What follows belongs to an exercise in optimizing a design on an open flow for small area and a short achievable clock period; a production flow would make more cautious choices. Function was checked by simulation only, so behaviour that the tests miss may differ from the original. Power is estimated from default activity; no workload was simulated.

## flow/design.v (module list and top-level ports; edited modules follow where they fit)
// module Decoder_Unit: 18 lines
// module ARITHMETIC_UNIT: 1884 lines
// module LOGIC_UNIT: 67 lines
// module CMP_UNIT: 26 lines
// module SHIFT_UNIT: 67 lines
// module ALU_TOP: 68 lines
module ALU_TOP
#(parameter WIDTH = 16)
(
  input wire [WIDTH - 1 : 0]A, B,
  input wire [3 : 0]ALU_FUN,
  input wire CLK, RST,
  output wire [2*WIDTH - 1 : 0]Arith_OUT,
  output wire Carry_OUT,
  output wire Arith_Flag,
  output wire [WIDTH - 1 : 0]Logic_OUT,
  output wire Logic_Flag,
  output wire [1:0]CMP_OUT,
  output wire CMP_Flag,
  output wire [WIDTH - 1 : 0]SHIFT_OUT,
  output wire SHIFT_Flag
);
  // ...
==> flow/flow/run.sh <==
#!/bin/bash
# Layout flow: the standard synthesis and layout, with the resizer's setup
# margin raised so that repair_timing shortens the longest (divider) paths even
# though the clock period is met. Constraints (constraint.sdc) are unchanged.
set -uo pipefail
MARGIN=75
bash standard.sh synth > synth.log 2>&1 || exit 1
bash standard.sh SETUP_SLACK_MARGIN=$MARGIN finish > layout.log 2>&1 || exit 1
==> flow/standard.sh <==
#!/bin/bash
# synth_recipe.tcl (not shown) runs the flow's synth.tcl, then flattens the netlist and writes it again
# the make line also repeats each setting of config.mk as NAME=value (left out here)
make -C /OpenROAD-flow-scripts/flow DESIGN_CONFIG=/design/flow/config.mk WORK_HOME=/design/flow/orfs CLKGATE_MAP_FILE= SYNTH_SCRIPT=/design/flow/synth_recipe.tcl "${@:-finish}"
==> flow/config.mk <==
export PLATFORM = sky130hd
export DESIGN_NAME = ALU_TOP
export DESIGN_NICKNAME = ALU_TOP
export VERILOG_FILES = /design/flow/design.v
export SDC_FILE = /design/flow/constraint.sdc
export NUM_CORES = 4
export LEC_CHECK = 0
export ABC_AREA = 1
export CAP_MARGIN = 20
export CORE_MARGIN = 2
export CORE_UTILIZATION = 40
export SLEW_MARGIN = 20
==> flow/constraint.sdc <==
create_clock -name core_clock -period 110.0 [get_ports {CLK}]
set_input_delay 22.0000 -clock core_clock [delete_from_list [all_inputs] [get_ports {CLK}]]
set_output_delay 22.0000 -clock core_clock [all_outputs]
set_load 0.01 [all_outputs]
==> results by group, run 1 <==
Critical path
  • End of the critical path: arth_unit.Arith_OUT[7]$_DFF_PN0_
  • CP Capture Type: flop
  • Startpoint Class: input port
  • Critical path peak fanout: 15
  • Req. time, crit path: 110.28 ns
  • WP buf/inv: 7
  • Slowest stage cell, crit path: clkdlybuf4s50_1
  • Worst Setup SP: A[5]
  • Worst path arrival time: 34.55 ns

Floorplan
  • Die Area: 0.05484 mm²
  • CORE AREA: 0.05245 mm²

Drt
  • Highest metal used: met4
  • Vias: 24181
  • Vias per cell: 5.694
  • DR pass1 iterations: 7

GRT
  • Vias in the first global route: 22346
  • Gr busiest metal: met2
  • Initial antenna violation count: 1

Clock network
  • Clock sinks: 70
  • CTS Hold Bufs: 0

Finish
  • Area grow syn2layout: 16.35%
  • Filler Cell Count: 5556
  • Commonest non-fill, non-tap cells in the layout: nand2_1, inv_1, nand3_1
  • Design Area, Final: 0.02466 mm²
  • Seq Cell Count: 70
  • Non-filler instance count after layout: 4247
  • Largest register FFs: 32
  • Count of multi-input gates: 2766

Power
  • Clock Power: 0.0000321 W
  • Comb power frac: 0.850
  • Design Power: 0.0004163 W
  • Lkg Pwr: 12.47 nW
  • Switch Pwr: 0.0002355 W
  • Sequential share of power: 0.072
  • Worst vdd ir: 0.02951 mV

Outcome
  • Run status: no timing/DRC/antenna violations

Synthesis
  • Complex-gate fraction of the synthesized area: 0.1693
  • Top-count cell post-synth: nand2_1
  • Yosys reg bits: 70

STA
  • FMAX: 29.18 MHz
  • Unrepaired setup endpoints after global routing: no
  • Final Hold Fails: 0

Placement
  • Placed cell areas: 0.02286 mm²
  • Pre-CTS setup slack: 73.59 ns
  • Placed cells: 4146
==> run 2, diff against run 1 <==
==> flow/run.sh (new file) <==
#!/bin/bash
# synth_recipe.tcl (not shown) runs the flow's synth.tcl, then flattens the netlist and writes it again
# the make line also repeats each setting of config.mk as NAME=value (left out here)
make -C /OpenROAD-flow-scripts/flow DESIGN_CONFIG=/design/flow/config.mk WORK_HOME=/design/flow/orfs CLKGATE_MAP_FILE= SYNTH_SCRIPT=/design/flow/synth_recipe.tcl finish
removed: flow/flow/run.sh
removed: flow/standard.sh
==> results by group, run 2 <==
Critical path
  • Critical path peak fanout: 18 (was 15)
  • Crit path max-delay family: simple AND/OR/NAND/NOR gates (unchanged)
  • Startpoint Class: input port (unchanged)
  • WP buf/inv: 8 (was 7)
  • CP max stage delay: 0.90 ns (was 0.79 ns)
  • Slowest stage cell, crit path: clkdlybuf4s50_1 (unchanged)
  • CP Capture Type: flop (unchanged)
  • Most frequent CP cell: nand2_1 (unchanged)
  • Req. time, crit path: 110.31 ns (was 110.28 ns)
  • Setup CP Type: in -> reg (unchanged)
  • Worst path arrival time: 36.82 ns (was 34.55 ns)

Synthesis
  • Most frequent cells after synthesis: nand2_1, inv_1, nand3_1 (unchanged)
  • Ys async rst share: 1.000 (unchanged)
  • Synthesized area per cell: 6.183 µm² (unchanged)
  • Synth Net Count: 3678 (unchanged)
  • Post-synthesis sequential area ratio: 0.08265 (unchanged)
  • Top post-synthesis cells by area: nand2_1, xor2_1, fa_1 (unchanged)
  • Synthesized instance count: 3428 (unchanged)
  • Post-synth EDFFs: 0 (unchanged)
  • Area leader, netlist: nand2_1 (unchanged)
  • Yosys warnings: 5 (unchanged)
  • Yosys reg bits: 70 (unchanged)
  • Yosys top cell area share: 0.1599 (unchanged)
  • Top_reg_cell synth: dfrtp_1 (unchanged)
  • Top-count cell post-synth: nand2_1 (unchanged)
  • Cell Area, Synth: 0.02119 mm² (unchanged)
  • Netlist cell types: 72 (unchanged)

Power
  • Sequential share of power: 0.074 (was 0.072)
  • Comb power frac: 0.846 (was 0.850)
  • Switch Pwr: 0.0002302 W (was 0.0002355 W)
  • Cell-internal power: 0.0001754 W (was 0.0001808 W)
  • Pwr/cell area: 17.50 mW/mm² (was 16.88 mW/mm²)
  • Worst vdd ir: 0.02975 mV (was 0.02951 mV)
  • Clock share of power: 0.079 (was 0.077)
  • Lkg Pwr: 11.88 nW (was 12.47 nW)
  • Design Power: 0.0004057 W (was 0.0004163 W)
  • Sw Share: 0.5675 (was 0.5657)

Finish
  • Largest register FFs: 32 (unchanged)
  • Largest Register: arth_unit.Arith_OUT (unchanged)
  • Register area: 0.001752 mm² (unchanged)
  • Commonest non-fill, non-tap cells in the layout: nand2_1, inv_1, nand3_1 (unchanged)
  • Area of the multi-input gates: 0.01700 mm² (was 0.01759 mm²)
  • Filler Cell Count: 5676 (was 5556)
  • Most common cell after layout, fill and taps aside: nand2_1 (unchanged)
  • Top Registers: arth_unit.Arith_OUT: 32 flops, logic_unit.Logic_OUT: 16 flops, shft_unit.SHIFT_OUT: 16 flops (unchanged)
  • Layout cells sized above 1: 0.07885 (was 0.1242)
  • Area grow syn2layout: 9.375% (was 16.35%)
  • Final net count: 3720 (was 3804)

Floorplan
  • Die Area: 0.05484 mm² (unchanged)
  • Row count: 84 (unchanged)
  • CORE AREA: 0.05245 mm² (unchanged)
  • I/O pin count: 109 (unchanged)
  • Die Height: 234.2 µm (unchanged)
  • Initial Util: 0.4041 (unchanged)
  • Chip width: 234.2 µm (unchanged)

Clock network
  • Post_cts resized: 0 (was 34)
  • CTS Hold Bufs: 0 (unchanged)
  • CTS Buf Count: 9 (unchanged)
  • Clk Tree Root Cell: clkbuf_16 (unchanged)
  • H-Tree Depth: 3 (unchanged)
  • Worst-path clk slew: 0.07 ns (was 0.08 ns)
  • Clock sinks: 70 (unchanged)
  • Clock tree buffer depth: 2 (unchanged)
  • Post-CTS Setup Bufs: 0 (was 8)
  • CTS tree: yes (unchanged)

GRT
  • Met2 usage: 0.5139 (was 0.5140)
  • Gr usage total: 0.3152 (was 0.3167)
  • Largest net degree at the start of global routing: 71 (unchanged)
  • Initial antenna violation count: 1 (unchanged)
  • Grt met1 use: 0.4167 (was 0.4179)
  • Total grt overflow: 0 (unchanged)
  • Gr busiest metal: met2 (unchanged)
  • Vias in the first global route: 22237 (was 22346)
  • Met3 Usage GRT: 0.03794 (was 0.03952)
  • First-pass GRT wire length: 131.6 mm (was 132.1 mm)

STA
  • Setup violators final: 0 (unchanged)
  • Final Hold Fails: 0 (unchanged)
  • Max-slew headroom: 0.2957 (was 0.2970)
  • Unrepaired setup endpoints after global routing: no (unchanged)
  • Min Tclk post-route: 36.51 ns (was 34.27 ns)
  • Setup_tns: 0 ns (unchanged)
  • FMAX: 27.39 MHz (was 29.18 MHz)
  • Final Cycle Share: 0.3319 (was 0.3115)
  • Worst slew pin tran: 1.053 ns (was 1.051 ns)
  • Final Max Tran Viols: 0 (unchanged)

Min path
  • Worst hold path class: in -> async (unchanged)

Drt
  • DR WL/cell: 20.87 µm (was 21.18 µm)
  • Antenna Nets Post-Route: 0 (unchanged)
  • Vias per cell: 5.689 (was 5.694)
  • Drt drc: 0 (unchanged)
  • Final WL: 86.91 mm (was 89.96 mm)
  • Initial DRC count: 2738 (was 2958)
  • DR pass1 iterations: 6 (was 7)
  • Vias: 23688 (was 24181)

Flow run
  • Max-Cap Viols: 0 (unchanged)

Placement
  • PortBufs: 108 (unchanged)
  • GPL Wtd Cong: 0.9829 (unchanged)
  • Post-DP HPWL: 66.61 mm (unchanged)

Outcome
  • Run status: no timing/DRC/antenna violations (unchanged)
==> run 2: cells by family (layout without fill, tap and decap cells) <==
kind of cell | count (synthesis) | count (layout) | synth area share
flip-flops | 70 | 70 | 0.08265
XOR/XNOR | 296 | 296 | 0.1241
multiplexers | 1 | 1 | 0.0004723
other | 0 | 1 | 0
buffers and inverters | 602 | 649 | 0.1177
AO/OA/AOI/OAI | 618 | 618 | 0.1693
AND/OR/NAND/NOR | 1629 | 1629 | 0.3452
adder cells (fa/ha/maj) | 212 | 212 | 0.1606
==> run 2: power by group through the flow <==
stage               Clock (W)  Sequential (W)  Combinational [W]
detailed placement          0       0.0000307           0.000337
global placement            0       0.0000307           0.000337
finish              0.0000321       0.0000302           0.000343
global route        0.0000334       0.0000304           0.000385
floorplan                   0       0.0000321           0.000239
CTS                 0.0000325       0.0000302           0.000340
==> run 2: worst max-delay path by stage <==
stage               start                                end  depth (start not counted)
finish              B[12]   arth_unit.Arith_OUT[2]$_DFF_PN0_                         96
floorplan           B[15]  arth_unit.Arith_OUT[24]$_DFF_PN0_                        106
CTS                 B[13]   arth_unit.Arith_OUT[2]$_DFF_PN0_                         98
global route        B[13]   arth_unit.Arith_OUT[2]$_DFF_PN0_                        103
global placement    B[12]   arth_unit.Arith_OUT[2]$_DFF_PN0_                         96
detailed placement  B[13]   arth_unit.Arith_OUT[2]$_DFF_PN0_                         98
==> run 2: through the flow <==
step	instance area [µm²]	util	setup WS, ns	hold slack [ns]	instances
after floorplan	21190	-	77.17	21.70	3428
after global placement	22850	0.4358	73.84	22.23	4145
after detailed placement	22860	0.4359	73.59	22.22	4146
after CTS	23160	0.4416	73.95	21.82	4162
after global routing	23180	0.4420	72.19	21.87	4163
final	23180	0.4420	73.49	21.78	4164
==> run 2: routing by layer <==
metal | part of all wire | wire length (µm)
met2 | 0.45 | 39110
met3 | 0.082 | 7112
met1 | 0.42 | 36190
met4 | 0.052 | 4495
met5 | 0 | 0
==> run 2: layout make-up <==
cell class	count	share of cell area
tap	688	0.03713
clock buffer	10	0.009877
antenna	1	0.0001080
sequential	70	0.07557
multi-input combinational	2756	0.7332
timing repair buffer	166	0.06520
clock inverter	6	0.003023
inverter	467	0.07589

==> what the ideal ports hide <==
How much do the figures lean on ideal ports? The routed layouts below were timed once more, with nothing changed but the port constraints.
Step 1: set_driving_cell puts a clkbuf_16 on CLK and a buf_2 on each other input, an assumption about the parent block.
Step 2 adds t to the input delays and takes it off the output delays; t is the mean of the earliest and latest rising clock arrival at the registers after step 1. Input paths then give back, and output paths get back, about the clock's delay inside the block.
a / b / c = no drivers / after step 1 / after step 2; a / b = the first two.
run	t (ns)	setup WS [ns]	hold WS [ns]	worst setup path at the end
run 1	0.425	75.734 / 75.763 / 75.338	21.786 / 21.757 / 22.182	input to register
run 2	0.429	73.492 / 73.514 / 73.085	21.780 / 21.748 / 22.177	input to register
After both steps setup and hold are still met in every run listed. The setup slack of run 2, which loses most, moves by +0.022 ns with the drivers and by -0.407 ns with both steps.
